Context: an optimization exercise on an open-source flow, tuned for small area. The choices shown serve that exercise and are no tape-out recipe.
RTL that was checked went through simulation tests only; none was proved equivalent to the original.
Only the layout flow was run in runs 1 to 4; the RTL was not checked for function there.
No activity file was given, so power comes from the tool's default toggle rates.

$ cat flow/run.sh
#!/bin/bash
# synth_recipe.tcl (not shown) runs the flow's synth.tcl, then flattens the netlist and writes it again
# the make line also repeats each setting of config.mk as NAME=value (left out here)
make -C /OpenROAD-flow-scripts/flow DESIGN_CONFIG=/design/flow/config.mk WORK_HOME=/design/flow/orfs CLKGATE_MAP_FILE= SYNTH_SCRIPT=/design/flow/synth_recipe.tcl finish
$ cat flow/config.mk
export PLATFORM = sky130hd
export DESIGN_NAME = uart_stopwatch
export DESIGN_NICKNAME = uart_stopwatch
export VERILOG_FILES = /design/flow/design.v
export SDC_FILE = /design/flow/constraint.sdc
export NUM_CORES = 4
export LEC_CHECK = 0
export CAP_MARGIN = 20
export CORE_MARGIN = 2
export CORE_UTILIZATION = 40
export SLEW_MARGIN = 20
$ cat flow/constraint.sdc
create_clock -name core_clock -period 20.0 [get_ports {clk}]
set_input_delay 4.0000 -clock core_clock [delete_from_list [all_inputs] [get_ports {clk}]]
set_output_delay 4.0000 -clock core_clock [all_outputs]
set_load 0.01 [all_outputs]
$ cat flow/design.v
`timescale 1ns / 1ps
module uart_stopwatch (
    input        clk,
    input        rst,
    input        btn_R,
    input        btn_L,
    input        btn_U,
    input        rx,
    output       tx,
    output [3:0] fnd_com,
    output [7:0] fnd_data
);
    reg [2:0] bcnt;
    wire      btick = (bcnt == 3'd0);
    always @(posedge clk, posedge rst) begin
        if (rst) bcnt <= 3'd6;
        else if (bcnt == 3'd5) bcnt <= 3'd0;
        else if (bcnt == 3'd6) bcnt <= 3'd1;
        else bcnt <= bcnt + 3'd1;
    end
    localparam [7:0] R_IDLE = 8'hFF, R_DONE = 8'h99, R_FIRST = 8'h08;
    reg  [7:0] rc;
    reg  [7:0] rxd;   
    wire       r_wait   = (rc == R_IDLE) | (rc == R_DONE);
    wire       rx_done  = (rc == R_DONE);
    wire       r_start  = (rc[7:5] == 3'd0);   
    wire       r_sample = btick & (rc[3:0] == 4'hF) & (rc[7:4] != 4'h0) & ~r_wait;
    always @(posedge clk, posedge rst) begin
        if (rst) rc <= R_IDLE;
        else if (r_wait) rc <= rx ? R_IDLE : R_FIRST;
        else if (btick) rc <= rc + 8'd1;
    end
    always @(posedge clk) begin
        if (r_sample) rxd <= {rx, r_start ? 7'd0 : rxd[7:1]};
    end
    reg  [7:0] tc;
    reg        busy;
    reg        tx_reg;
    reg  [7:0] dbuf;
    wire       t_idle = (tc[7:4] == 4'h1);
    wire       t_start_bit = ~tc[7] & (tc[6:4] == 3'd7);
    wire       txE;
    wire       t_go = t_idle & ~txE;
    always @(posedge clk, posedge rst) begin
        if (rst) begin
            tc     <= 8'h10;
            busy   <= 1'b0;
            tx_reg <= 1'b1;
        end else begin
            if (t_idle) tc <= txE ? 8'h10 : 8'h70;
            else if (btick) tc <= tc + 8'd1;
            busy   <= ~t_idle;
            tx_reg <= tc[7] ? dbuf[tc[6:4]] : ~t_start_bit;
        end
    end
    assign tx = tx_reg;
    reg  [3:0] H, B, T, Y, C1;
    reg        wpend, cpend;
    reg  [127:0] ring;   
    wire [3:0] Hp1 = H + 4'd1;
    wire rxE = (T == B);
    wire rxF = (T == {~B[3], B[2:0]});
    assign txE = (B == H);
    wire txF = (B == {~H[3], H[2:0]});
    wire incT = rx_done & ~rxF;
    wire incB = ~rxE & ~txF;
    wire incH = ~busy & ~txE;
    wire ins = wpend & (Y == T);              
    wire imm = wpend & (T == Hp1);            
    wire cap = cpend & (Y == C1);             
    always @(posedge clk, posedge rst) begin
        if (rst) begin
            H <= 4'd0;
            B <= 4'd0;
            T <= 4'd0;
            Y <= 4'd0;
            wpend <= 1'b0;
            cpend <= 1'b0;
        end else begin
            if (incH) H <= Hp1;
            if (incB) B <= B + 4'd1;
            if (incT) T <= T + 4'd1;
            Y <= Y + 4'd1;
            wpend <= incT | (wpend & ~ins);
            cpend <= (t_go & ~imm) | (cpend & ~cap);
        end
    end
    always @(posedge clk) begin
        ring <= {ring[119:0], ins ? rxd : ring[127:120]};
        if (t_go) C1 <= Hp1;
        if (t_go & imm) dbuf <= rxd;
        else if (cap) dbuf <= ring[127:120];
    end
    reg [1:0] cmd;
    always @(posedge clk, posedge rst) begin
        if (rst) cmd <= 2'd0;
        else if (rxE | r_start) cmd <= 2'd0;
        else if (rxd == 8'h72) cmd <= 2'd1;
        else if (rxd == 8'h6D) cmd <= 2'd2;
        else if (rxd == 8'h63) cmd <= 2'd3;
        else cmd <= 2'd0;
    end
    reg [2:0] dR, dL, dU;
    always @(posedge clk, posedge rst) begin
        if (rst) begin
            dR <= 3'd0;
            dL <= 3'd0;
            dU <= 3'd0;
        end else begin
            dR <= ~btn_R ? 3'd0 : (dR == 3'd5) ? 3'd5 : dR + 3'd1;
            dL <= ~btn_L ? 3'd0 : (dL == 3'd5) ? 3'd5 : dL + 3'd1;
            dU <= ~btn_U ? 3'd0 : (dU == 3'd5) ? 3'd5 : dU + 3'd1;
        end
    end
    wire i_run   = (dR == 3'd4) | (cmd == 2'd1);
    wire i_mode  = (dU == 3'd4) | (cmd == 2'd2);
    wire i_clear = (dL == 3'd4) | (cmd == 2'd3);
    reg clr, mode, pause;
    always @(posedge clk, posedge rst) begin
        if (rst) begin
            clr   <= 1'b0;
            mode  <= 1'b0;
            pause <= 1'b0;
        end else if (clr) begin
            clr <= 1'b0;
        end else begin
            clr   <= i_clear;
            mode  <= mode ^ i_mode;
            pause <= pause ^ i_run;
        end
    end
    reg  [4:0] pc;
    wire       ptick = (pc == 5'd31);
    always @(posedge clk, posedge rst) begin
        if (rst) pc <= 5'd0;
        else if (~pause) begin
            if (clr) pc <= 5'd0;
            else if (ptick) pc <= 5'd1;
            else pc <= pc + 5'd1;
        end
    end
    reg [3:0] d0, d1, d2, d3;
    wire up = ~mode;
    wire c0 = up ? (d0 == 4'd9) : (d0 == 4'd0);
    wire c1 = up ? (d1 == 4'd9) : (d1 == 4'd0);
    wire c2 = up ? (d2 == 4'd9) : (d2 == 4'd0);
    wire [3:0] n0 = up ? (c0 ? 4'd0 : d0 + 4'd1) : (c0 ? 4'd9 : d0 - 4'd1);
    wire [3:0] n1 = up ? (c1 ? 4'd0 : d1 + 4'd1) : (c1 ? 4'd9 : d1 - 4'd1);
    wire [3:0] n2 = up ? (c2 ? 4'd0 : d2 + 4'd1) : (c2 ? 4'd9 : d2 - 4'd1);
    wire [3:0] n3 = up ? ((d3 == 4'd9) ? 4'd0 : d3 + 4'd1) : ((d3 == 4'd0) ? 4'd9 : d3 - 4'd1);
    always @(posedge clk, posedge rst) begin
        if (rst) begin
            d0 <= 4'd0;
            d1 <= 4'd0;
            d2 <= 4'd0;
            d3 <= 4'd0;
        end else if (clr) begin
            d0 <= 4'd0;
            d1 <= 4'd0;
            d2 <= 4'd0;
            d3 <= 4'd0;
        end else if (ptick) begin
            d0 <= n0;
            if (c0) d1 <= n1;
            if (c0 & c1) d2 <= n2;
            if (c0 & c1 & c2) d3 <= n3;
        end
    end
    reg [3:0] ph;
    reg [1:0] sel;
    always @(posedge clk, posedge rst) begin
        if (rst) begin
            ph  <= 4'd10;
            sel <= 2'd0;
        end else if (ph == 4'd9) begin
            ph  <= 4'd0;
            sel <= sel + 2'd1;
        end else if (ph == 4'd10) begin
            ph <= 4'd0;
        end else begin
            ph <= ph + 4'd1;
        end
    end
    reg [3:0] dig;
    always @(*) begin
        case (sel)
            2'd0: dig = d0;
            2'd1: dig = d1;
            2'd2: dig = d2;
            default: dig = d3;
        endcase
    end
    reg [6:0] seg;
    always @(*) begin
        if (dig[3]) seg = dig[0] ? 7'h10 : 7'h00;
        else begin
            case (dig[2:0])
                3'd0: seg = 7'h40;
                3'd1: seg = 7'h79;
                3'd2: seg = 7'h24;
                3'd3: seg = 7'h30;
                3'd4: seg = 7'h19;
                3'd5: seg = 7'h12;
                3'd6: seg = 7'h02;
                default: seg = 7'h78;
            endcase
        end
    end
    assign fnd_data = {1'b1, seg};
    assign fnd_com  = ~(4'b0001 << sel);
endmodule
==> Implementation_results.wiki, run 1 <==
{| class="wikitable"
! Metric !! Value
|-
| Run status || timing/DRC/antenna clean
|-
| Final critical delay including setup and external delays || 6.98 ns
|-
| Slew Viols, Final || 0
|-
| Post-Route Skew || 0.00939 ns
|-
| Root buffer selected by CTS || sky130_fd_sc_hd__clkbuf_16
|-
| Initial standard-cell utilization of the core || 41.0%
|-
| Most used standard cell by instance count after synthesis || sky130_fd_sc_hd__dfxtp_1
|-
| Critical Path Max Stage Delay || 0.55 ns
|-
| Cell types with the largest area share after synthesis || sky130_fd_sc_hd__dfxtp_1 31%, sky130_fd_sc_hd__dfrtp_1 20%, sky130_fd_sc_hd__edfxtp_1 7.2%
|-
| Vias per std cell || 4.90
|-
| Routability-driven placement congestion ratio || 0.761
|-
| Total die area || 22100 sq um
|-
| Worst path arrival time || 2.98 ns
|-
| Number of nets produced by synthesis || 703
|-
| Setup violations, final || 0
|-
| Routed WL per cell || 13.8 um
|-
| Number of buffers created by CTS || 23
|-
| R2R depth || 8
|-
| Initial drt markers || 184
|-
| Buffers on Ports || 17
|-
| Wire length the detailed router placed on met1 || 6310 um
|-
| Critical path cell sequence || inv_1 -> ha_1 -> a222oi_1 -> mux2i_1 -> inv_1 -> maj3_1 -> nor2_1 -> clkdlybuf4s50_1
|-
| Final hold vios || 0
|-
| Remaining antenna violation count || 0
|-
| CTS tree || built
|-
| Proportion of synthesized chip area in sequential cells || 62.0%
|-
| CTS H-tree depth || 1
|-
| R2R Path End || d3[0]
|-
| Start point of the critical path || sel[0]
|-
| Post-DP HPWL || 8960 um
|-
| Biggest register || ring
|-
| GRT Total Usage || 12.8%
|-
| Setup crit end || fnd_data[5]
|-
| Detailed-router iteration count before antenna repair || 4
|-
| Placed Area || 8800 sq um
|-
| Number of synthesis warnings || 1
|-
| Area leader, netlist || sky130_fd_sc_hd__dfxtp_1
|-
| Number of vias after detailed routing || 4820
|-
| Number of top-level pins || 19
|-
| Portion of the clock cycle consumed by the worst path in the final layout || 34.9%
|-
| Total routed wirelength || 13500 um
|-
| CP max FO || 6
|-
| FF+latch area || 5180 sq um
|-
| Placed cell count || 942
|-
| Chip Width || 149 um
|-
| Resize count post-CTS || 0
|-
| Number of antenna violations at the first check in global routing || 0
|-
| CTS clk-pin slew, worst paths || 0.06 ns
|-
| Detailed-routed wire length on met2 || 6460 um
|-
| Category of the most critical setup path || reg -> out
|-
| Clock insertion delay at the later pin of the skew report || 0.51 ns
|-
| Worst Tran Pin Value || 0.952 ns
|-
| Area of the multi-input gates || 2930 sq um
|-
| Highest layer used for signal routing || met4
|-
| Largest net degree at the start of global routing || 81
|-
| Total Nets Final || 730
|-
| Number of sinks handled by clock tree synthesis || 228
|-
| Routed length on met3 || 501 um
|-
| Slowest cell on the critical path || sky130_fd_sc_hd__clkdlybuf4s50_1
|-
| VDD IR-drop max || 0.0941 mV
|-
| Congestion Overflow GR || 0
|-
| Number of flops mapped to enable cells by yosys || 20
|-
| Number of rows created at floorplan || 52
|-
| Number of flip-flops under the largest register name || 128
|-
| Wire length of the first global-routing pass || 23800 um
|-
| Synth Instances || 670
|-
| Static leakage || 0.00400 uW
|-
| Combinational share of power || 18.7%
|-
| Cell variety after synth || 71
|-
| Max-capacitance violation count || 0
|-
| Netlist area before placement || 8350 sq um
|-
| CP most frequent cell || sky130_fd_sc_hd__inv_1
|-
| Post-synthesis async set-or-reset flop share || 35.1%
|-
| Filler cell count in the final layout || 1816
|-
| Worst slew margin || 36.0%
|-
| Layout Cell Area excl Fill || 9570 sq um
|-
| Die Y || 149 um
|-
| Post CTS Setup Buffer Count || 0
|-
| Reg-to-reg critical path startpoint || pc[0]
|-
| Remaining design rule violation count || 0
|-
| Commonest cells in the synthesized netlist || 128 x sky130_fd_sc_hd__dfxtp_1, 66 x sky130_fd_sc_hd__dfrtp_1, 37 x sky130_fd_sc_hd__inv_1, 37 x sky130_fd_sc_hd__xnor2_1, 34 x sky130_fd_sc_hd__nor2_1
|-
| Internal power consumption || 871 uW
|-
| CP required || 16.00 ns
|-
| Switching fraction of total power || 28.2%
|-
| Power share of the sequential group || 46.6%
|-
| Diode count || 0
|-
| Area of the core || 20400 sq um
|-
| Post-synth top area share || 30.7%
|-
| Setup TNS after final layout || 0 ns
|-
| Share of post-route cells with drive strength above 1 || 11.6%
|-
| Setup slack of the most critical reg-to-reg path || 17.21 ns
|-
| Number of buffers inserted for hold repair after clock tree synthesis || 0
|-
| Switching Power || 343 uW
|-
| Top_reg_cell synth || sky130_fd_sc_hd__dfxtp_1
|-
| Number of global-route vias before repair || 5066
|-
| Number of register bits inferred by synthesis || 228
|-
| Power density over the cells || 127 nW/um^2
|-
| Area Overhead vs Synth || 14.6%
|-
| Startpoint Class || flop
|-
| Hold crit path type || reg -> reg
|-
| CTS max path bufs || 3
|-
| Endpoint type of the worst setup path || output port
|-
| Mapped Avg Cell Area || 12.5 sq um
|-
| Setup repair after global routing missed its margin || false
|-
| Final standard cell count with taps included and fillers excluded || 983
|-
| Finished Core Util || 47.0%
|-
| Clock power share || 34.7%
|-
| Max Clock Freq || 0.143 GHz
|}
critical path, delay by kind of cell, from the launching register on:
kind,cells,cell delay [ns]
adder cells (fa/ha/maj),2,0.62
buffers and inverters,3,0.80
AO/OA/AOI/OAI,1,0.14
AND/OR/NAND/NOR,1,0.09
flip-flops,1,0.42
multiplexers,1,0.40
stage by stage:
stage	hold slack (ns)	power [uW]	worst slack, ns
final	0.321	1210	13.02
after floorplan	0.310	736	13.97
after global routing	0.324	1280	12.80
after global placement	0.310	786	13.70
after CTS	0.323	1230	13.01
after detailed placement	0.312	801	13.56
cell usage in the layout, fill, tap and decap left out, drive strengths merged, types with 6 or more instances in the layout:
cell type	count
a21oi	21
and2	6
clkbuf	32
clkdlybuf4s50	17
clkinv	7
dfrtp	66
dfstp	14
dfxtp	128
edfxtp	20
ha	27
inv	40
mux2	24
mux2i	11
nand2	30
nand2b	11
nand3	19
nor2	34
nor2b	11
nor3	12
nor4	6
o21ai	21
o21bai	6
o22ai	6
xnor2	37
xor2	25
how the worst min path moves through the flow:
stage	depth (start not counted)	startpoint	to
CTS	0	ring[106]	ring[114]
detailed placement	0	ring[18]	ring[26]
global route	0	ring[106]	ring[114]
global placement	0	ring[117]	ring[125]
finish	0	ring[110]	ring[118]
floorplan	0	ring[92]	ring[100]
kinds of logic after synthesis:
kind of cell,synth area share (%)
adders and majority gates,4.28
xor gates and xnor gates,6.50
other,0.0449
muxes,5.45
buffers and inverters,2.91
and+or+nand+nor,10.7
DFF,62.0
AOI/OAI and AO/OA,8.12
power groups by stage:
stage,Sequential (uW),Combinational [uW],Clock [uW]
after floorplan,553,183,0
after global placement,570,215,0
after detailed placement,575,227,0
after CTS,566,228,437
after global routing,574,255,455
final,566,227,422
per-layer routing:
metal	track usage, %	vias to the layer above
met2	21.5	81
li1	-	2371
met3	2.39	24
met1	16.7	2344
met5	0	-
met4	4.38	0
cell type report:
cell class | instances | area share, %
multi-input cells | 384 | 30.6
inverters | 39 | 1.54
flip-flops and latches | 228 | 54.1
clock inverters | 9 | 0.823
clock buffers | 32 | 7.25
repair buffers | 21 | 2.13
well taps | 270 | 3.53
==> run 2, diff against run 1 <==
--- a/flow/config.mk
+++ b/flow/config.mk
@@ -8,4 +8,7 @@
 export CAP_MARGIN = 20
 export CORE_MARGIN = 2
-export CORE_UTILIZATION = 40
+export CORE_UTILIZATION = 50
+export CTS_BUF_LIST = sky130_fd_sc_hd__clkbuf_8
+export CTS_CLUSTER_DIAMETER = 60
+export CTS_CLUSTER_SIZE = 16
 export SLEW_MARGIN = 20
==> Implementation_results.wiki, run 2 <==
{| class="wikitable"
! Metric !! Value
|-
| Run status || timing/DRC/antenna clean
|-
| Largest family of logic cells by synthesized area || simple AND/OR/NAND/NOR gates
|-
| Detailed-router iteration count before antenna repair || 5 (+1)
|-
| Final hold vios || 0 (unchanged)
|-
| Number of rows created at floorplan || 47 (-9.6%)
|-
| Adder and majority cell fraction of the synthesized area || 4.28% (unchanged)
|-
| Total Power || 1060 uW (-13%)
|-
| Number of cells on the worst hold path || 0 (unchanged)
|-
| Root buffer selected by CTS || sky130_fd_sc_hd__clkbuf_8
|-
| Proportion of synthesized area in mux cells || 5.45% (unchanged)
|-
| Setup repair after global routing missed its margin || false
|-
| Routability-driven placement congestion ratio || 0.825 (+8.4%)
|-
| Startpoint Class || flop
|-
| Area leader, netlist || sky130_fd_sc_hd__dfxtp_1
|-
| CP max FO || 5 (-1)
|-
| Worst Hold End || ring[95]
|-
| R2R Path End || d3[1]
|-
| Netlist area before placement || 8350 sq um (unchanged)
|-
| Proportion of synthesized chip area in sequential cells || 62.0% (unchanged)
|-
| Top_reg_cell synth || sky130_fd_sc_hd__dfxtp_1
|-
| Total die area || 17800 sq um (-19%)
|-
| Final critical delay including setup and external delays || 6.99 ns (+0.0152 ns)
|-
| Total routed wirelength || 13100 um (-3.3%)
|-
| Most used cells in the layout excluding fill and tap cells || 128 x sky130_fd_sc_hd__dfxtp_1, 66 x sky130_fd_sc_hd__dfrtp_1, 42 x sky130_fd_sc_hd__inv_1, 37 x sky130_fd_sc_hd__xnor2_1, 34 x sky130_fd_sc_hd__nor2_1
|-
| Initial standard-cell utilization of the core || 50.7% (+9.7 points)
|-
| Critical Path Max Stage Delay || 0.55 ns (about the same)
|-
| Setup violations, final || 0 (unchanged)
|-
| Reg-to-reg critical path startpoint || pc[0]
|-
| CTS tree || built
|-
| Max Clock Freq || 0.143 GHz (-0.22%)
|-
| Slew Viols, Final || 0 (unchanged)
|-
| Post-synthesis async set-or-reset flop share || 35.1% (unchanged)
|-
| Synth Instances || 670 (unchanged)
|-
| Worst path arrival time || 2.99 ns (about the same)
|-
| Static leakage || 0.00385 uW (-3.7%)
|-
| Commonest cells in the synthesized netlist || 128 x sky130_fd_sc_hd__dfxtp_1, 66 x sky130_fd_sc_hd__dfrtp_1, 37 x sky130_fd_sc_hd__inv_1, 37 x sky130_fd_sc_hd__xnor2_1, 34 x sky130_fd_sc_hd__nor2_1
|-
| Setup slack of the most critical reg-to-reg path || 17.57 ns (+0.36 ns)
|-
| Post-Route Skew || 0.0219 ns (+0.0125 ns)
|-
| Most used standard cell by instance count after synthesis || sky130_fd_sc_hd__dfxtp_1
|-
| Remaining antenna violation count || 0 (unchanged)
|-
| Chip Width || 133 um (-10%)
|-
| Post-DP HPWL || 8740 um (-2.5%)
|-
| Number of nets produced by synthesis || 703 (unchanged)
|-
| Share of post-route cells with drive strength above 1 || 10.6% (-1.0 points)
|-
| Number of global-route vias before repair || 4612 (-9.0%)
|-
| HP Start || ring[87]
|-
| Area of the core || 16500 sq um (-19%)
|-
| Number of synthesis warnings || 1 (unchanged)
|-
| Critical path cell sequence || inv_1 -> ha_1 -> a222oi_1 -> mux2i_1 -> xnor2_1 -> nor3_2 -> o21bai_1 -> clkdlybuf4s50_1
|-
| Number of vias after detailed routing || 4684 (-2.8%)
|-
| CTS clk-pin slew, worst paths || 0.10 ns (+0.04 ns)
|-
| Buffers on Ports || 17 (unchanged)
|-
| Routed WL per cell || 14.1 um (+2.6%)
|-
| GRT Total Usage || 15.2% (+2.4 points)
|-
| Cell variety after synth || 71 (unchanged)
|-
| Cell types with the largest area share after synthesis || sky130_fd_sc_hd__dfxtp_1 31%, sky130_fd_sc_hd__dfrtp_1 20%, sky130_fd_sc_hd__edfxtp_1 7.2%
|-
| Initial drt markers || 248 (+35%)
|-
| Remaining design rule violation count || 0 (unchanged)
|-
| Number of sinks handled by clock tree synthesis || 228 (unchanged)
|-
| Number of flip-flops under the largest register name || 128 (unchanged)
|-
| Endpoint type of the worst setup path || output port
|-
| CTS max path bufs || 3 (unchanged)
|-
| Category of the most critical setup path || reg -> out
|-
| Largest net degree at the start of global routing || 81 (unchanged)
|-
| Congestion Overflow GR || 0 (unchanged)
|-
| Hold crit path type || reg -> reg
|-
| Post-Synth Simple-Gate Area || 10.7% (unchanged)
|-
| VDD IR-drop max || 0.0705 mV (-25%)
|-
| Area share of xor/xnor cells in the synthesized design || 6.50% (unchanged)
|-
| Post CTS Setup Buffer Count || 0 (unchanged)
|-
| Filler cell count in the final layout || 1375 (-24%)
|-
| Most common cell after layout, fill and taps aside || sky130_fd_sc_hd__dfxtp_1
|-
| Finished Core Util || 55.5% (+8.5 points)
|-
| Number of top-level pins || 19 (unchanged)
|-
| Post-synth top area share || 30.7% (unchanged)
|-
| Area Overhead vs Synth || 9.48%
|-
| Slowest cell on the critical path || sky130_fd_sc_hd__clkdlybuf4s50_1
|-
| Power density over the cells || 115 nW/um^2 (-9.0%)
|-
| Number of register bits inferred by synthesis || 228 (unchanged)
|-
| Worst slew margin || 35.9% (-0.10 points)
|-
| Number of buffers created by CTS || 20 (-13%)
|-
| Worst Tran Pin Value || 0.948 ns (-0.00451 ns)
|-
| CTS H-tree depth || 1 (unchanged)
|-
| Mapped Avg Cell Area || 12.5 sq um (unchanged)
|-
| Biggest register || ring
|-
| Die Y || 133 um (-10%)
|-
| CP required || 16.00 ns (about the same)
|-
| Synthesized-area fraction occupied by ao, oa, aoi and oai cells || 8.12% (unchanged)
|-
| Max-capacitance violation count || 0 (unchanged)
|-
| Diode count || 0 (unchanged)
|-
| Number of antenna violations at the first check in global routing || 0 (unchanged)
|-
| Setup TNS after final layout || 0 ns (unchanged)
|-
| Wire length of the first global-routing pass || 22500 um (-5.6%)
|-
| Resize count post-CTS || 0 (unchanged)
|-
| R2R depth || 8 (unchanged)
|-
| Number of buffers inserted for hold repair after clock tree synthesis || 0 (unchanged)
|-
| Number of flops mapped to enable cells by yosys || 20 (unchanged)
|-
| Clock insertion delay at the later pin of the skew report || 0.53 ns (+0.02 ns)
|-
| Portion of the clock cycle consumed by the worst path in the final layout || 35.0% (+0.076 points)
|-
| Vias per std cell || 5.06 (+3.2%)
|-
| Total Nets Final || 727 (-0.41%)
|}
==> run 2: cell counts after synthesis <==
No cell type changed its count.
==> run 2: logic make-up (layout without fill, tap and decap cells) <==
group,count (synthesis),in the layout
xor+xnor,62,62
mux,37,37
flops,228,228
other cells,1,1
fa+ha+maj,29,29
compound gates,96,96
simple gates,159,159
buf+inv,58,94
==> run 2: worst max-delay path by stage <==
stage | startpoint | endpoint | slack, ns | cells past startpoint
global placement | sel[0] | fnd_data[5] | 13.71 | 7
detailed placement | sel[0] | fnd_data[3] | 13.58 | 8
finish | sel[0] | fnd_data[3] | 13.01 | 8
CTS | sel[0] | fnd_data[3] | 12.99 | 8
global route | sel[0] | fnd_data[5] | 12.80 | 8
floorplan | rst | B[0] | 13.97 | 1
==> run 2: worst max-delay path: cells and delay by family (launching register included) <==
family / cells / cell delay, ns
AND/OR/NAND/NOR: 1 / 0.15
XOR/XNOR: 1 / 0.18
AO/OA/AOI/OAI: 2 / 0.57
buffers and inverters: 2 / 0.65
multiplexers: 1 / 0.22
adder cells (fa/ha/maj): 1 / 0.26
flip-flops: 1 / 0.42
==> run 2: area by class of cell <==
| type | instances | area (sq um) | share of cell area, % |
|---|---|---|---|
| inverters | 39 | 148 | 1.61 |
| flip-flops and latches | 228 | 5180 | 56.7 |
| clock inverters | 13 | 119 | 1.30 |
| repair buffers | 21 | 204 | 2.23 |
| clock buffers | 21 | 289 | 3.16 |
| multi-input cells | 384 | 2930 | 32.0 |
| well taps | 220 | 275 | 3.01 |
==> run 2: power breakdown <==
group          total [uW]  switching (uW)  internal (uW)
clock network         267             151            116
logic                 215             104            112
registers             573            63.4            510
==> run 2: metal layers <==
layer  global-route usage (%)  vias up  wire (um)
li1                         -     2352          -
met1                     20.8     2250       6300
met2                     24.6       64       6120
met3                     2.82       18        475
met4                     5.26        0        199
met5                        0        -          0
==> run 2: metrics by stage <==
step	cells	area (sq um)	worst slack, ns	hold slack, ns
after CTS	926	9140	12.99	0.329
after detailed placement	892	8730	13.58	0.312
after global placement	892	8730	13.71	0.311
final	926	9150	13.01	0.327
after floorplan	670	8350	13.97	0.310
after global routing	926	9150	12.80	0.337
==> run 3, diff against run 2 <==
--- a/flow/design.v
+++ b/flow/design.v
@@ -140,29 +140,29 @@
         end
     end
-    reg [3:0] d0, d1, d2, d3;
+    reg [4:0] j0, j1, j2, j3;
     wire up = ~mode;
-    wire c0 = up ? (d0 == 4'd9) : (d0 == 4'd0);
-    wire c1 = up ? (d1 == 4'd9) : (d1 == 4'd0);
-    wire c2 = up ? (d2 == 4'd9) : (d2 == 4'd0);
-    wire [3:0] n0 = up ? (c0 ? 4'd0 : d0 + 4'd1) : (c0 ? 4'd9 : d0 - 4'd1);
-    wire [3:0] n1 = up ? (c1 ? 4'd0 : d1 + 4'd1) : (c1 ? 4'd9 : d1 - 4'd1);
-    wire [3:0] n2 = up ? (c2 ? 4'd0 : d2 + 4'd1) : (c2 ? 4'd9 : d2 - 4'd1);
-    wire [3:0] n3 = up ? ((d3 == 4'd9) ? 4'd0 : d3 + 4'd1) : ((d3 == 4'd0) ? 4'd9 : d3 - 4'd1);
-    always @(posedge clk, posedge rst) begin
-        if (rst) begin
-            d0 <= 4'd0;
-            d1 <= 4'd0;
-            d2 <= 4'd0;
-            d3 <= 4'd0;
+    wire e0 = up ? (j0[4] & ~j0[3]) : (~j0[4] & ~j0[0]);
+    wire e1 = up ? (j1[4] & ~j1[3]) : (~j1[4] & ~j1[0]);
+    wire e2 = up ? (j2[4] & ~j2[3]) : (~j2[4] & ~j2[0]);
+    wire [4:0] s0 = up ? {j0[3:0], ~j0[4]} : {~j0[0], j0[4:1]};
+    wire [4:0] s1 = up ? {j1[3:0], ~j1[4]} : {~j1[0], j1[4:1]};
+    wire [4:0] s2 = up ? {j2[3:0], ~j2[4]} : {~j2[0], j2[4:1]};
+    wire [4:0] s3 = up ? {j3[3:0], ~j3[4]} : {~j3[0], j3[4:1]};
+    always @(posedge clk, posedge rst) begin
+        if (rst) begin
+            j0 <= 5'd0;
+            j1 <= 5'd0;
+            j2 <= 5'd0;
+            j3 <= 5'd0;
         end else if (clr) begin
-            d0 <= 4'd0;
-            d1 <= 4'd0;
-            d2 <= 4'd0;
-            d3 <= 4'd0;
+            j0 <= 5'd0;
+            j1 <= 5'd0;
+            j2 <= 5'd0;
+            j3 <= 5'd0;
         end else if (ptick) begin
-            d0 <= n0;
-            if (c0) d1 <= n1;
-            if (c0 & c1) d2 <= n2;
-            if (c0 & c1 & c2) d3 <= n3;
+            j0 <= s0;
+            if (e0) j1 <= s1;
+            if (e0 & e1) j2 <= s2;
+            if (e0 & e1 & e2) j3 <= s3;
         end
     end
@@ -182,29 +182,32 @@
         end
     end
-    reg [3:0] dig;
+    reg [4:0] dig;
     always @(*) begin
         case (sel)
-            2'd0: dig = d0;
-            2'd1: dig = d1;
-            2'd2: dig = d2;
-            default: dig = d3;
+            2'd0: dig = j0;
+            2'd1: dig = j1;
+            2'd2: dig = j2;
+            default: dig = j3;
         endcase
     end
-    reg [6:0] seg;
-    always @(*) begin
-        if (dig[3]) seg = dig[0] ? 7'h10 : 7'h00;
-        else begin
-            case (dig[2:0])
-                3'd0: seg = 7'h40;
-                3'd1: seg = 7'h79;
-                3'd2: seg = 7'h24;
-                3'd3: seg = 7'h30;
-                3'd4: seg = 7'h19;
-                3'd5: seg = 7'h12;
-                3'd6: seg = 7'h02;
-                default: seg = 7'h78;
-            endcase
-        end
-    end
+    wire [9:0] is;
+    assign is[0] = ~dig[4] & ~dig[0];
+    assign is[1] = dig[0] & ~dig[1];
+    assign is[2] = dig[1] & ~dig[2];
+    assign is[3] = dig[2] & ~dig[3];
+    assign is[4] = dig[3] & ~dig[4];
+    assign is[5] = dig[4] & dig[0];
+    assign is[6] = dig[1] & ~dig[0];
+    assign is[7] = dig[2] & ~dig[1];
+    assign is[8] = dig[3] & ~dig[2];
+    assign is[9] = dig[4] & ~dig[3];
+    wire [6:0] seg;
+    assign seg[0] = is[1] | is[4];
+    assign seg[1] = is[5] | is[6];
+    assign seg[2] = is[2];
+    assign seg[3] = is[1] | is[4] | is[7];
+    assign seg[4] = is[1] | is[3] | is[4] | is[5] | is[7] | is[9];
+    assign seg[5] = is[1] | is[2] | is[3] | is[7];
+    assign seg[6] = is[0] | is[1] | is[7];
     assign fnd_data = {1'b1, seg};
     assign fnd_com  = ~(4'b0001 << sel);
--- a/flow/config.mk
+++ b/flow/config.mk
@@ -9,6 +9,6 @@
 export CORE_MARGIN = 2
 export CORE_UTILIZATION = 50
-export CTS_BUF_LIST = sky130_fd_sc_hd__clkbuf_8
-export CTS_CLUSTER_DIAMETER = 60
-export CTS_CLUSTER_SIZE = 16
+export CTS_BUF_LIST = sky130_fd_sc_hd__clkbuf_16
+export CTS_CLUSTER_DIAMETER = 80
+export CTS_CLUSTER_SIZE = 32
 export SLEW_MARGIN = 20
==> Implementation_results.wiki, run 3 <==
{| class="wikitable"
! Metric !! Value
|-
| Number of rows created at floorplan || 46 (-2.1%)
|-
| Area leader, netlist || sky130_fd_sc_hd__dfxtp_1
|-
| Chip Width || 131 um (-1.6%)
|-
| Static leakage || 0.00361 uW (-6.1%)
|-
| Biggest register || ring
|-
| Mapped Avg Cell Area || 12.8 sq um (+2.9%)
|-
| Post-DP HPWL || 8280 um (-5.3%)
|-
| Setup slack of the most critical reg-to-reg path || 17.28 ns (-0.29 ns)
|-
| Wire length of the first global-routing pass || 21600 um (-4.0%)
|-
| CTS tree || built
|-
| Post-Route Skew || 0.0336 ns (+0.0116 ns)
|-
| Final hold slack || 0.315 ns (-0.0124 ns)
|-
| Reg-to-reg critical path startpoint || tc[4]
|-
| Clock insertion delay at the later pin of the skew report || 0.48 ns (-0.05 ns)
|-
| Most used standard cell by instance count after synthesis || sky130_fd_sc_hd__dfxtp_1
|-
| Minimum setup slack after placement || 13.61 ns (+0.0305 ns)
|-
| HP Start || ring[111]
|-
| Startpoint Class || flop
|-
| Number of buffers created by CTS || 13 (-35%)
|-
| Congestion Overflow GR || 0 (unchanged)
|-
| Total routed wirelength || 12500 um (-4.7%)
|-
| Setup repair after global routing missed its margin || false
|-
| Most common cell after layout, fill and taps aside || sky130_fd_sc_hd__dfxtp_1
|-
| Category of the most critical setup path || reg -> out
|-
| Number of top-level pins || 19 (unchanged)
|-
| Run status || timing/DRC/antenna clean
|-
| Die Y || 131 um (-1.6%)
|-
| Resize count post-CTS || 0 (unchanged)
|-
| Synth Instances || 630 (-6.0%)
|-
| Total die area || 17200 sq um (-3.1%)
|-
| Number of buffers inserted for hold repair after clock tree synthesis || 0 (unchanged)
|-
| Vias per std cell || 5.12 (+1.2%)
|-
| Worst Tran Pin Value || 0.991 ns (+0.0432 ns)
|-
| Top_reg_cell synth || sky130_fd_sc_hd__dfxtp_1
|-
| Post-synthesis async set-or-reset flop share || 36.2% (+1.1 points)
|-
| Worst slew margin || 33.4% (-2.5 points)
|-
| Number of flip-flops under the largest register name || 128 (unchanged)
|-
| Remaining design rule violation count || 0 (unchanged)
|-
| R2R Path End || dbuf[0]
|-
| Worst Hold End || ring[119]
|-
| Routed WL per cell || 14.4 um (+1.5%)
|-
| Number of flops mapped to enable cells by yosys || 20 (unchanged)
|-
| Share of post-route cells with drive strength above 1 || 10.9% (+0.25 points)
|-
| Setup violations, final || 0 (unchanged)
|-
| Post-synth top area share || 31.7% (+1.0 points)
|-
| Initial drt markers || 305 (+23%)
|-
| Number of register bits inferred by synthesis || 232 (+1.8%)
|-
| CTS max path bufs || 3 (unchanged)
|-
| Final standard cell count with taps included and fillers excluded || 869 (-6.2%)
|-
| Area Overhead vs Synth || 9.57% (about the same)
|-
| Hold crit path type || reg -> reg
|-
| Commonest cells in the synthesized netlist || 128 x sky130_fd_sc_hd__dfxtp_1, 70 x sky130_fd_sc_hd__dfrtp_1, 38 x sky130_fd_sc_hd__nand2_1
|-
| VDD IR-drop max || 0.0832 mV (+18%)
|-
| R2R depth || 5 (-3)
|-
| Netlist area before placement || 8080 sq um (-3.2%)
|-
| Start point of the critical path || sel[0]
|-
| Proportion of synthesized chip area in sequential cells || 65.4% (+3.3 points)
|-
| Final hold vios || 0 (unchanged)
|-
| Detailed-router iteration count before antenna repair || 6 (+1)
|-
| Post CTS Setup Buffer Count || 0 (unchanged)
|-
| Setup WS post-layout || 13.08 ns (+0.0681 ns)
|-
| Area of the core || 15800 sq um (-3.9%)
|-
| Most used cells in the layout excluding fill and tap cells || 128 x sky130_fd_sc_hd__dfxtp_1, 70 x sky130_fd_sc_hd__dfrtp_1, 38 x sky130_fd_sc_hd__nand2_1, 35 x sky130_fd_sc_hd__nor2_1, 31 x sky130_fd_sc_hd__xnor2_1
|-
| Number of synthesis warnings || 1 (unchanged)
|-
| Max Clock Freq || 0.144 GHz (+0.98%)
|-
| Largest net degree at the start of global routing || 85 (+4.9%)
|-
| Total Nets Final || 666 (-8.4%)
|-
| Max-capacitance violation count || 0 (unchanged)
|-
| Routability-driven placement congestion ratio || 0.773 (-6.4%)
|-
| Finished Core Util || 56.0% (+0.41 points)
|-
| Worst path arrival time || 2.92 ns (-0.07 ns)
|-
| Number of nets produced by synthesis || 650 (-7.5%)
|-
| Portion of the clock cycle consumed by the worst path in the final layout || 34.6% (-0.34 points)
|-
| CTS H-tree depth || 1 (unchanged)
|-
| CTS clk-pin slew, worst paths || 0.11 ns (about the same)
|-
| GRT Total Usage || 14.9% (-0.29 points)
|-
| Cell variety after synth || 63 (-11%)
|-
| CP required || 16.00 ns (about the same)
|-
| Power density over the cells || 113 nW/um^2 (-1.7%)
|-
| Number of cells on the worst hold path || 0 (unchanged)
|-
| Placed cell count || 847 (-5.0%)
|-
| Root buffer selected by CTS || sky130_fd_sc_hd__clkbuf_16
|-
| Number of global-route vias before repair || 4275 (-7.3%)
|-
| CP max FO || 8 (+3)
|-
| Number of sinks handled by clock tree synthesis || 232 (+1.8%)
|-
| Remaining antenna violation count || 0 (unchanged)
|-
| Initial standard-cell utilization of the core || 51.1% (+0.34 points)
|-
| Diode count || 0 (unchanged)
|-
| Slew Viols, Final || 0 (unchanged)
|-
| Final critical delay including setup and external delays || 6.92 ns (-0.0681 ns)
|-
| Buffers on Ports || 17 (unchanged)
|-
| Cell types with the largest area share after synthesis || sky130_fd_sc_hd__dfxtp_1 32%, sky130_fd_sc_hd__dfrtp_1 22%, sky130_fd_sc_hd__edfxtp_1 7.4%
|-
| Setup TNS after final layout || 0 ns (unchanged)
|-
| Number of vias after detailed routing || 4447 (-5.1%)
|-
| Endpoint type of the worst setup path || output port
|-
| Number of antenna violations at the first check in global routing || 0 (unchanged)
|}
run 3: report_power, final:
part | total [uW] | leakage (uW) | internal [uW] | switching (uW)
combinational | 169 | 0.00116 | 85.4 | 83.8
clock | 271 | 0.000202 | 124 | 147
sequential | 564 | 0.00225 | 516 | 48.0
total | 1000 | 0.00361 | 726 | 279
run 3: critical path, cell delays in order, from the launching register on:
cell and delay [ns]:
sky130_fd_sc_hd__dfrtp_1 0.41, sky130_fd_sc_hd__inv_1 0.10, sky130_fd_sc_hd__ha_1 0.28, sky130_fd_sc_hd__a222oi_1 0.40
sky130_fd_sc_hd__mux2i_1 0.26, sky130_fd_sc_hd__a2111oi_0 0.42, sky130_fd_sc_hd__a21oi_1 0.08, sky130_fd_sc_hd__clkdlybuf4s50_1 0.49
run 3: area by class of cell:
cell class	count	area [sq um]
fillers	1336	6970
well taps	216	270
clock inverters	9	65.1
flip-flops and latches	232	5280
clock buffers	13	325
repair buffers	20	196
inverters	27	103
multi-input cells	352	2610
run 3: worst max path at each step:
stage                             end  slack, ns  cells after the start
final                     fnd_data[4]      13.08                      7
after global routing      fnd_data[4]      12.74                      7
after CTS                 fnd_data[4]      13.08                      7
after detailed placement  fnd_data[4]      13.61                      7
after global placement    fnd_data[4]      13.69                      7
after floorplan                  B[0]      13.86                      1
run 3: layer usage:
layer,vias to the layer above,wire length (um),GRT usage [%]
met5,-,0,0
met2,60,5540,23.3
met4,0,235,3.38
li1,2202,-,-
met3,15,351,2.43
met1,2170,6350,22.1
run 3: kinds of logic after synthesis:
logic type,synth area share (%)
compound gates,6.50
xor+xnor,6.25
fa+ha+maj,2.29
buf+inv,2.31
flops,65.4
mux,7.24
other cells,0.0464
simple gates,10.0
run 3: per-stage QoR:
step	total power (uW)	instance area, sq um
4_1_cts	1020	8850
5_1_grt	1060	8860
6_report	1000	8860
2_1_floorplan	693	8080
3_5_place_dp	742	8460
3_3_place_gp	735	8460
==> run 4, diff against run 3 <==
--- a/flow/config.mk
+++ b/flow/config.mk
@@ -9,6 +9,6 @@
 export CORE_MARGIN = 2
 export CORE_UTILIZATION = 50
-export CTS_BUF_LIST = sky130_fd_sc_hd__clkbuf_16
-export CTS_CLUSTER_DIAMETER = 80
-export CTS_CLUSTER_SIZE = 32
+export CTS_BUF_LIST = sky130_fd_sc_hd__clkbuf_8
+export CTS_CLUSTER_DIAMETER = 60
+export CTS_CLUSTER_SIZE = 20
 export SLEW_MARGIN = 20
==> Implementation_results.wiki, run 4 <==
{| class="wikitable"
! Metric !! Value
|-
| Run status || timing/DRC/antenna clean
|-
| Remaining antenna violation count || 0 (unchanged)
|-
| Power share of the sequential group || 58.9% (+2.7 points)
|-
| Setup repair after global routing missed its margin || false
|-
| Layout Cell Area excl Fill || 8750 sq um (-1.2%)
|-
| Total routed wirelength || 12600 um (+0.81%)
|-
| Proportion of synthesized chip area in sequential cells || 65.4% (unchanged)
|-
| Most used cells in the layout excluding fill and tap cells || 128 x sky130_fd_sc_hd__dfxtp_1, 70 x sky130_fd_sc_hd__dfrtp_1, 38 x sky130_fd_sc_hd__nand2_1, 35 x sky130_fd_sc_hd__nor2_1, 31 x sky130_fd_sc_hd__xnor2_1
|-
| Remaining design rule violation count || 0 (unchanged)
|-
| Post CTS Setup Buffer Count || 0 (unchanged)
|-
| Number of sinks handled by clock tree synthesis || 232 (unchanged)
|-
| Number of buffers created by CTS || 16 (+3)
|-
| Number of top-level pins || 19 (unchanged)
|-
| Hold crit path type || reg -> reg
|-
| Most common cell after layout, fill and taps aside || sky130_fd_sc_hd__dfxtp_1
|-
| Congestion Overflow GR || 0 (unchanged)
|-
| Number of antenna violations at the first check in global routing || 0 (unchanged)
|-
| CP max FO || 8 (unchanged)
|-
| Worst Hold End || ring[59]
|-
| HP Start || ring[51]
|-
| Mapped Avg Cell Area || 12.8 sq um (unchanged)
|-
| Reg-to-reg critical path startpoint || tc[4]
|-
| Startpoint Class || flop
|-
| CTS max path bufs || 3 (unchanged)
|-
| Post-DP HPWL || 8280 um (unchanged)
|-
| Worst Tran Pin Value || 0.941 ns (-0.0492 ns)
|-
| Number of buffers inserted for hold repair after clock tree synthesis || 0 (unchanged)
|-
| Cell family with the largest share of critical-path delay || compound AO/OA/AOI/OAI gates
|-
| Clock power share || 23.4% (-3.6 points)
|-
| Switching fraction of total power || 28.9% (+1.1 points)
|-
| Detailed-router iteration count before antenna repair || 5 (-1)
|-
| Start point of the critical path || sel[0]
|-
| Biggest register || ring
|-
| Netlist area before placement || 8080 sq um (unchanged)
|-
| Wire length of the first global-routing pass || 21800 um (+1.2%)
|-
| CTS H-tree depth || 1 (unchanged)
|-
| Internal power consumption || 681 uW (-6.2%)
|-
| Post-synthesis async set-or-reset flop share || 36.2% (unchanged)
|-
| Placed Area || 8460 sq um (unchanged)
|-
| Routability-driven placement congestion ratio || 0.773 (unchanged)
|-
| VDD IR-drop max || 0.0715 mV (-14%)
|-
| Number of nets produced by synthesis || 650 (unchanged)
|-
| Setup TNS after final layout || 0 ns (unchanged)
|-
| Number of register bits inferred by synthesis || 232 (unchanged)
|-
| Finished Core Util || 55.3% (-0.68 points)
|-
| Root buffer selected by CTS || sky130_fd_sc_hd__clkbuf_8
|-
| Commonest cells in the synthesized netlist || 128 x sky130_fd_sc_hd__dfxtp_1, 70 x sky130_fd_sc_hd__dfrtp_1, 38 x sky130_fd_sc_hd__nand2_1
|-
| Diode count || 0 (unchanged)
|-
| Critical Path Max Stage Delay || 0.49 ns (about the same)
|-
| Category of the most critical setup path || reg -> out
|-
| CTS tree || built
|-
| Initial drt markers || 362 (+19%)
|-
| Slew Viols, Final || 0 (unchanged)
|-
| Slowest cell on the critical path || sky130_fd_sc_hd__clkdlybuf4s50_1
|-
| Endpoint type of the worst setup path || output port
|-
| Max Clock Freq || 0.144 GHz (about the same)
|-
| Static leakage || 0.00358 uW (-1.0%)
|-
| Cell types with the largest area share after synthesis || sky130_fd_sc_hd__dfxtp_1 32%, sky130_fd_sc_hd__dfrtp_1 22%, sky130_fd_sc_hd__edfxtp_1 7.4%
|-
| Top_reg_cell synth || sky130_fd_sc_hd__dfxtp_1
|-
| Post-synth top area share || 31.7% (unchanged)
|-
| Max-capacitance violation count || 0 (unchanged)
|-
| Post-Route Skew || 0.0153 ns (-0.0183 ns)
|-
| Setup slack of the most critical reg-to-reg path || 17.25 ns (-0.03 ns)
|-
| Number of flip-flops under the largest register name || 128 (unchanged)
|-
| Total die area || 17200 sq um (unchanged)
|-
| GRT Total Usage || 15.2% (+0.25 points)
|-
| Resize count post-CTS || 0 (unchanged)
|-
| Final critical delay including setup and external delays || 6.93 ns (+0.00360 ns)
|-
| Final hold slack || 0.325 ns (+0.0104 ns)
|-
| Number of synthesis warnings || 1 (unchanged)
|-
| Buffer and inverter count on the worst path || 2 (unchanged)
|-
| CP required || 16.00 ns (about the same)
|-
| Switching Power || 276 uW (-0.88%)
|-
| Worst path arrival time || 2.93 ns (about the same)
|-
| Worst slew margin || 36.8% (+3.3 points)
|-
| Synth Instances || 630 (unchanged)
|-
| Combinational share of power || 17.7% (+0.9 points)
|-
| Number of vias after detailed routing || 4441 (-0.13%)
|-
| Vias per std cell || 5.09 (-0.59%)
|-
| Number of rows created at floorplan || 46 (unchanged)
|-
| R2R depth || 5 (unchanged)
|-
| Initial standard-cell utilization of the core || 51.1% (unchanged)
|-
| CTS clk-pin slew, worst paths || 0.11 ns (about the same)
|-
| Portion of the clock cycle consumed by the worst path in the final layout || 34.6% (about the same)
|-
| Most used standard cell by instance count after synthesis || sky130_fd_sc_hd__dfxtp_1
|-
| Total Power || 958 uW (-4.7%)
|-
| Share of post-route cells with drive strength above 1 || 11.4% (+0.54 points)
|-
| Number of global-route vias before repair || 4315 (+0.94%)
|-
| Setup violations, final || 0 (unchanged)
|-
| Buffers on Ports || 17 (unchanged)
|-
| Power density over the cells || 109 nW/um^2 (-3.5%)
|-
| R2R Path End || dbuf[2]
|-
| Area Overhead vs Synth || 8.24%
|-
| Die Y || 131 um (unchanged)
|-
| Critical path cell sequence || inv_1 -> ha_1 -> a222oi_1 -> mux2i_1 -> a2111oi_0 -> a21oi_1 -> clkdlybuf4s50_1
|-
| Total Nets Final || 669 (+0.45%)
|-
| Clock insertion delay at the later pin of the skew report || 0.52 ns (+0.04 ns)
|-
| Number of flops mapped to enable cells by yosys || 20 (unchanged)
|-
| Chip Width || 131 um (unchanged)
|-
| Largest net degree at the start of global routing || 85 (unchanged)
|-
| Routed WL per cell || 14.4 um (+0.35%)
|-
| Area leader, netlist || sky130_fd_sc_hd__dfxtp_1
|-
| Cell variety after synth || 63 (unchanged)
|-
| Final hold vios || 0 (unchanged)
|-
| Number of cells on the worst hold path || 0 (unchanged)
|-
| Area of the core || 15800 sq um (unchanged)
|}
-- run 4: final cells by class --
| class | instances | area (sq um) |
|---|---|---|
| inverters | 27 | 103 |
| clock inverters | 10 | 62.6 |
| flip-flops and latches | 232 | 5280 |
| multi-input cells | 352 | 2610 |
| repair buffers | 20 | 196 |
| fillers | 1362 | 7080 |
| clock buffers | 16 | 220 |
| well taps | 216 | 270 |
-- run 4: through the flow --
step           worst slack [ns]  cells
2_1_floorplan             13.86    630
3_3_place_gp              13.69    847
3_5_place_dp              13.61    847
4_1_cts                   13.04    873
5_1_grt                   12.70    873
6_report                  13.07    873
-- run 4: power groups by stage --
stage / logic [uW] / registers (uW) / clock network (uW)
2_1_floorplan: 137 / 556 / 0
3_3_place_gp: 163 / 572 / 0
3_5_place_dp: 169 / 573 / 0
4_1_cts: 170 / 564 / 236
5_1_grt: 192 / 571 / 255
6_report: 169 / 564 / 224
-- run 4: logic make-up (layout without fill, tap and decap cells) --
family          after synthesis  after routing  share of synthesized area, %
flops                       232            232                          65.4
mux                          52             52                          7.24
buf+inv                      46             73                          2.31
simple gates                151            151                          10.0
fa+ha+maj                    15             15                          2.29
xor+xnor                     56             56                          6.25
compound gates               77             77                          6.50
other cells                   1              1                        0.0464
-- run 4: how the worst max path moves through the flow --
| stage | to | cells past startpoint |
|---|---|---|
| after floorplan | B[0] | 1 |
| after global placement | fnd_data[4] | 7 |
| after detailed placement | fnd_data[4] | 7 |
| after CTS | fnd_data[4] | 7 |
| after global routing | fnd_data[4] | 7 |
| final | fnd_data[4] | 7 |
-- run 4: worst register-to-register path, cell delays in order (launching register included) --
cell and delay, ns:
sky130_fd_sc_hd__dfstp_2 0.64, sky130_fd_sc_hd__nor4b_4 0.42, sky130_fd_sc_hd__inv_2 0.08, sky130_fd_sc_hd__a41o_2 0.30, sky130_fd_sc_hd__nor4_4 0.65, sky130_fd_sc_hd__mux2_2 0.42
-- run 4: routing by layer --
layer  routed length (um)  global-route usage [%]  share of wire (%)  vias up
li1                     -                       -                  -     2198
met4                  266                    3.74                2.1        0
met2                 5570                    23.0                 44       51
met1                 6330                    22.8                 50     2172
met5                    0                       0                  0        -
met3                  408                    2.70                3.2       20
==> run 5, diff against run 4 <==
--- a/flow/design.v
+++ b/flow/design.v
@@ -108,12 +108,12 @@
             dU <= 3'd0;
         end else begin
-            dR <= ~btn_R ? 3'd0 : (dR == 3'd5) ? 3'd5 : dR + 3'd1;
-            dL <= ~btn_L ? 3'd0 : (dL == 3'd5) ? 3'd5 : dL + 3'd1;
-            dU <= ~btn_U ? 3'd0 : (dU == 3'd5) ? 3'd5 : dU + 3'd1;
-        end
-    end
-    wire i_run   = (dR == 3'd4) | (cmd == 2'd1);
-    wire i_mode  = (dU == 3'd4) | (cmd == 2'd2);
-    wire i_clear = (dL == 3'd4) | (cmd == 2'd3);
+            dR <= {btn_R & (dR[1] | dR[2]), btn_R & dR[0], btn_R & ~dR[2]};
+            dL <= {btn_L & (dL[1] | dL[2]), btn_L & dL[0], btn_L & ~dL[2]};
+            dU <= {btn_U & (dU[1] | dU[2]), btn_U & dU[0], btn_U & ~dU[2]};
+        end
+    end
+    wire i_run   = (dR == 3'b110) | (cmd == 2'd1);
+    wire i_mode  = (dU == 3'b110) | (cmd == 2'd2);
+    wire i_clear = (dL == 3'b110) | (cmd == 2'd3);
     reg clr, mode, pause;
     always @(posedge clk, posedge rst) begin
@@ -191,23 +191,13 @@
         endcase
     end
-    wire [9:0] is;
-    assign is[0] = ~dig[4] & ~dig[0];
-    assign is[1] = dig[0] & ~dig[1];
-    assign is[2] = dig[1] & ~dig[2];
-    assign is[3] = dig[2] & ~dig[3];
-    assign is[4] = dig[3] & ~dig[4];
-    assign is[5] = dig[4] & dig[0];
-    assign is[6] = dig[1] & ~dig[0];
-    assign is[7] = dig[2] & ~dig[1];
-    assign is[8] = dig[3] & ~dig[2];
-    assign is[9] = dig[4] & ~dig[3];
+    wire [4:0] q = dig;
     wire [6:0] seg;
-    assign seg[0] = is[1] | is[4];
-    assign seg[1] = is[5] | is[6];
-    assign seg[2] = is[2];
-    assign seg[3] = is[1] | is[4] | is[7];
-    assign seg[4] = is[1] | is[3] | is[4] | is[5] | is[7] | is[9];
-    assign seg[5] = is[1] | is[2] | is[3] | is[7];
-    assign seg[6] = is[0] | is[1] | is[7];
+    assign seg[0] = (q[0] & ~q[1]) | (q[3] & ~q[4]);
+    assign seg[1] = q[1] & q[4];
+    assign seg[2] = q[1] & ~q[2];
+    assign seg[3] = seg[0] | (~q[1] & q[2]);
+    assign seg[4] = (q[0] & ~q[1]) | (q[0] & q[2]) | (~q[1] & q[2]) | (~q[3] & q[4]);
+    assign seg[5] = (~q[1] & q[2]) | (q[0] & ~q[3]);
+    assign seg[6] = ~q[1] & (q[2] | ~q[4]);
     assign fnd_data = {1'b1, seg};
     assign fnd_com  = ~(4'b0001 << sel);
--- a/flow/config.mk
+++ b/flow/config.mk
@@ -10,5 +10,5 @@
 export CORE_UTILIZATION = 50
 export CTS_BUF_LIST = sky130_fd_sc_hd__clkbuf_8
-export CTS_CLUSTER_DIAMETER = 60
-export CTS_CLUSTER_SIZE = 20
+export CTS_CLUSTER_DIAMETER = 50
+export CTS_CLUSTER_SIZE = 18
 export SLEW_MARGIN = 20
==> Implementation_results.wiki, run 5 <==
{| class="wikitable"
! Metric !! Value
|-
| Run status || timing/DRC/antenna clean
|-
| Number of top-level pins || 19 (unchanged)
|-
| Switching fraction of total power || 25.9% (-2.9 points)
|-
| Most used cells in the layout excluding fill and tap cells || 128 x sky130_fd_sc_hd__dfxtp_1, 70 x sky130_fd_sc_hd__dfrtp_1, 37 x sky130_fd_sc_hd__nor2_1, 31 x sky130_fd_sc_hd__xor2_1, 30 x sky130_fd_sc_hd__nand2_1
|-
| Synth Instances || 617 (-2.1%)
|-
| Reg-to-reg critical path startpoint || tc[4]
|-
| Cell variety after synth || 57 (-9.5%)
|-
| Detailed-routed wire length on met2 || 5740 um (+3.1%)
|-
| Number of global-route vias before repair || 4254 (-1.4%)
|-
| Initial drt markers || 258 (-29%)
|-
| Netlist area before placement || 8000 sq um (-1.1%)
|-
| Highest layer used for signal routing || met4
|-
| Switching Power || 237 uW (-14%)
|-
| Congestion Overflow GR || 0 (unchanged)
|-
| Final critical delay including setup and external delays || 6.67 ns (-0.258 ns)
|-
| Total Power || 913 uW (-4.7%)
|-
| Max Clock Freq || 0.150 GHz (+3.9%)
|-
| Final hold vios || 0 (unchanged)
|-
| Startpoint Class || flop
|-
| Wire length the detailed router placed on met1 || 6120 um (-3.4%)
|-
| Resize count post-CTS || 0 (unchanged)
|-
| Critical Path Max Stage Delay || 0.56 ns (+0.07 ns)
|-
| Routability-driven placement congestion ratio || 0.774 (+0.17%)
|-
| Root buffer selected by CTS || sky130_fd_sc_hd__clkbuf_8
|-
| Post-Route Skew || 0.0321 ns (+0.0169 ns)
|-
| CTS H-tree depth || 1 (unchanged)
|-
| Setup TNS after final layout || 0 ns (unchanged)
|-
| Hold crit path type || reg -> reg
|-
| Remaining antenna violation count || 0 (unchanged)
|-
| Chip Width || 130 um (-0.51%)
|-
| Initial standard-cell utilization of the core || 50.7% (-0.35 points)
|-
| Combinational share of power || 10.9% (-6.8 points)
|-
| Internal power consumption || 676 uW (-0.78%)
|-
| Remaining design rule violation count || 0 (unchanged)
|-
| Endpoint type of the worst setup path || output port
|-
| GRT Total Usage || 15.5% (+0.33 points)
|-
| Post CTS Setup Buffer Count || 0 (unchanged)
|-
| Max-capacitance violation count || 0 (unchanged)
|-
| CTS tree || built
|-
| Number of flops mapped to enable cells by yosys || 20 (unchanged)
|-
| Die Y || 130 um (-0.51%)
|-
| Number of nets produced by synthesis || 637 (-2.0%)
|-
| Top_reg_cell synth || sky130_fd_sc_hd__dfxtp_1
|-
| Start point of the critical path || sel[0]
|-
| Area Overhead vs Synth || 11.0%
|-
| Buffers on Ports || 17 (unchanged)
|-
| Layout Cell Area excl Fill || 8880 sq um (+1.5%)
|-
| Final hold slack || 0.327 ns (+0.00132 ns)
|-
| Total die area || 17000 sq um (-1.0%)
|-
| Portion of the clock cycle consumed by the worst path in the final layout || 33.3% (-1.3 points)
|-
| Cell types with the largest area share after synthesis || sky130_fd_sc_hd__dfxtp_1 32%, sky130_fd_sc_hd__dfrtp_1 22%, sky130_fd_sc_hd__edfxtp_1 7.5%
|-
| Worst slew margin || 50.1% (+13 points)
|-
| Detailed-router iteration count before antenna repair || 4 (-1)
|-
| Post-synth top area share || 32.0% (+0.34 points)
|-
| Placed Area || 8360 sq um (-1.2%)
|-
| Largest net degree at the start of global routing || 85 (unchanged)
|-
| Number of vias after detailed routing || 4401 (-0.90%)
|-
| Total routed wirelength || 12500 um (-0.47%)
|-
| Number of rows created at floorplan || 46 (unchanged)
|-
| Worst path arrival time || 2.67 ns (-0.26 ns)
|-
| Number of antenna violations at the first check in global routing || 0 (unchanged)
|-
| CP required || 16.00 ns (about the same)
|-
| Number of sinks handled by clock tree synthesis || 232 (unchanged)
|-
| Area of the core || 15800 sq um (-0.36%)
|-
| Vias per std cell || 5.05 (-0.67%)
|-
| Share of post-route cells with drive strength above 1 || 13.4% (+2.0 points)
|-
| Routed WL per cell || 14.4 um (-0.24%)
|-
| Commonest cells in the synthesized netlist || 128 x sky130_fd_sc_hd__dfxtp_1, 70 x sky130_fd_sc_hd__dfrtp_1, 37 x sky130_fd_sc_hd__nor2_1
|-
| Setup crit end || fnd_data[4]
|-
| Post-DP HPWL || 8070 um (-2.5%)
|-
| Number of buffers created by CTS || 22 (+6)
|-
| Slowest cell on the critical path || sky130_fd_sc_hd__clkdlybuf4s50_1
|-
| Biggest register || ring
|-
| Number of flip-flops under the largest register name || 128 (unchanged)
|-
| Clock power share || 33.9% (+10 points)
|-
| Most used standard cell by instance count after synthesis || sky130_fd_sc_hd__dfxtp_1
|-
| Wire length of the first global-routing pass || 21300 um (-2.6%)
|-
| Setup slack of the most critical reg-to-reg path || 17.51 ns (+0.26 ns)
|-
| CTS max path bufs || 3 (unchanged)
|-
| Number of buffers inserted for hold repair after clock tree synthesis || 0 (unchanged)
|-
| Setup violations, final || 0 (unchanged)
|-
| Area leader, netlist || sky130_fd_sc_hd__dfxtp_1
|-
| Most common cell after layout, fill and taps aside || sky130_fd_sc_hd__dfxtp_1
|-
| Routed length on met3 || 383 um (-6.1%)
|-
| Post-synthesis async set-or-reset flop share || 36.2% (unchanged)
|-
| Power share of the sequential group || 55.2% (-3.7 points)
|-
| VDD IR-drop max || 0.0811 mV (+14%)
|-
| Number of register bits inferred by synthesis || 232 (unchanged)
|-
| Setup repair after global routing missed its margin || false
|-
| Mapped Avg Cell Area || 13.0 sq um (+1.0%)
|-
| Power density over the cells || 103 nW/um^2 (-6.1%)
|-
| R2R Path End || dbuf[2]
|-
| Diode count || 0 (unchanged)
|-
| Static leakage || 0.00375 uW (+4.7%)
|-
| CTS clk-pin slew, worst paths || 0.10 ns (about the same)
|-
| Total Nets Final || 661 (-1.2%)
|-
| Critical path cell sequence || inv_1 -> ha_1 -> a222oi_1 -> mux2_2 -> a21oi_1 -> o22ai_1 -> clkdlybuf4s50_1
|-
| Worst Tran Pin Value || 0.749 ns (-0.192 ns)
|-
| Slew Viols, Final || 0 (unchanged)
|-
| Category of the most critical setup path || reg -> out
|-
| CP max FO || 6 (-2)
|-
| R2R depth || 4 (-1)
|-
| Proportion of synthesized chip area in sequential cells || 66.1% (+0.70 points)
|-
| Clock insertion delay at the later pin of the skew report || 0.54 ns (+0.02 ns)
|-
| Number of synthesis warnings || 1 (unchanged)
|}
==> run 5: cell count changes after synthesis, moves of 7 or more <==
cell                      change
sky130_fd_sc_hd__and2_1       +9
sky130_fd_sc_hd__xnor2_1      -9
sky130_fd_sc_hd__nand2_1      -8
sky130_fd_sc_hd__nor2b_1      -7
sky130_fd_sc_hd__o21ai_0      -7
sky130_fd_sc_hd__or4_1        +7
sky130_fd_sc_hd__xor2_1       +7
==> run 5: worst min path at each step <==
| stage | start | to | slack, ns | cells after the start |
|---|---|---|---|---|
| global route | ring[100] | ring[108] | 0.33 | 0 |
| detailed placement | ring[38] | ring[46] | 0.31 | 0 |
| CTS | ring[100] | ring[108] | 0.33 | 0 |
| floorplan | ring[92] | ring[100] | 0.31 | 0 |
| global placement | ring[113] | ring[121] | 0.31 | 0 |
| finish | ring[100] | ring[108] | 0.33 | 0 |
==> run 5: area by class of cell <==
cell class                      instances  area [sq um]
Clock buffer                           23           317
Tap cell                              216           270
Timing Repair Buffer                   20           204
Clock inverter                         15           175
Multi-Input combinational cell        341          2540
Fill cell                            1328          6890
Sequential cell                       232          5280
Inverter                               24          91.3
==> run 5: per-stage QoR <==
stage	utilization, %	std cells	setup WS, ns
2_1_floorplan	-	617	13.86
3_3_place_gp	53.0	832	13.93
3_5_place_dp	53.0	832	13.89
4_1_cts	56.2	870	13.31
5_1_grt	56.3	871	13.05
6_report	56.3	871	13.33
==> run 5: cells by family after synthesis <==
| family | synth area share [%] |
|---|---|
| flip-flops | 66.1 |
| AND/OR/NAND/NOR | 10.9 |
| AO/OA/AOI/OAI | 6.10 |
| XOR/XNOR | 5.80 |
| multiplexers | 6.54 |
| buffers and inverters | 2.25 |
| adder cells (fa/ha/maj) | 2.32 |
| other | 0.0469 |
==> run 5: power by group through the flow <==
stage               Clock, uW  Sequential (uW)  Combinational (uW)
floorplan                   0              507                72.5
global placement            0              513                95.8
detailed placement          0              514                98.8
CTS                       319              504                99.5
global route              341              507                 113
finish                    309              504                99.7
==> run 5: worst max-delay path, delay by kind of cell (launching register included) <==
family | cells | cell delay, ns
buf+inv | 2 | 0.67
mux | 1 | 0.27
compound gates | 3 | 0.54
flops | 1 | 0.41
fa+ha+maj | 1 | 0.27
==> run 5: layer usage <==
layer	up-vias	track usage (%)
met5	-	0
met4	0	4.26
met3	22	3.09
met2	44	24.9
met1	2157	21.8
li1	2178	-

port drivers added, routing unchanged:
No port has a modelled driver above. Below, the same layouts with a new extraction and two added sets of constraints.
Step 1 assumes that a clkbuf_16 drives the clock port and a buf_2 every other input.
Step 2 times the ports against the registers' clock, not the clock port: input delays grow and output delays shrink by t, the midpoint of the rising clock arrivals with the driver on.
Three values: ideal ports, drivers, drivers and shift; two values: the first two.
run | shift t [ns] | slack for setup (ns) | hold slack, ns | pins driven straight from the clock port
run 1 | 0.542 | 13.024 / 12.985 / 13.528 | 0.321 / 0.321 / 0.321 | 1
run 2 | 0.554 | 13.009 / 12.974 / 13.529 | 0.327 / 0.327 / 0.327 | 1
run 3 | 0.504 | 13.077 / 13.037 / 13.541 | 0.315 / 0.315 / 0.315 | 1
run 4 | 0.542 | 13.073 / 13.038 / 13.580 | 0.325 / 0.325 / 0.325 | 1
run 5 | 0.566 | 13.331 / 13.293 / 13.859 | 0.327 / 0.327 / 0.327 | 1
After both steps every run listed still meets setup and hold.
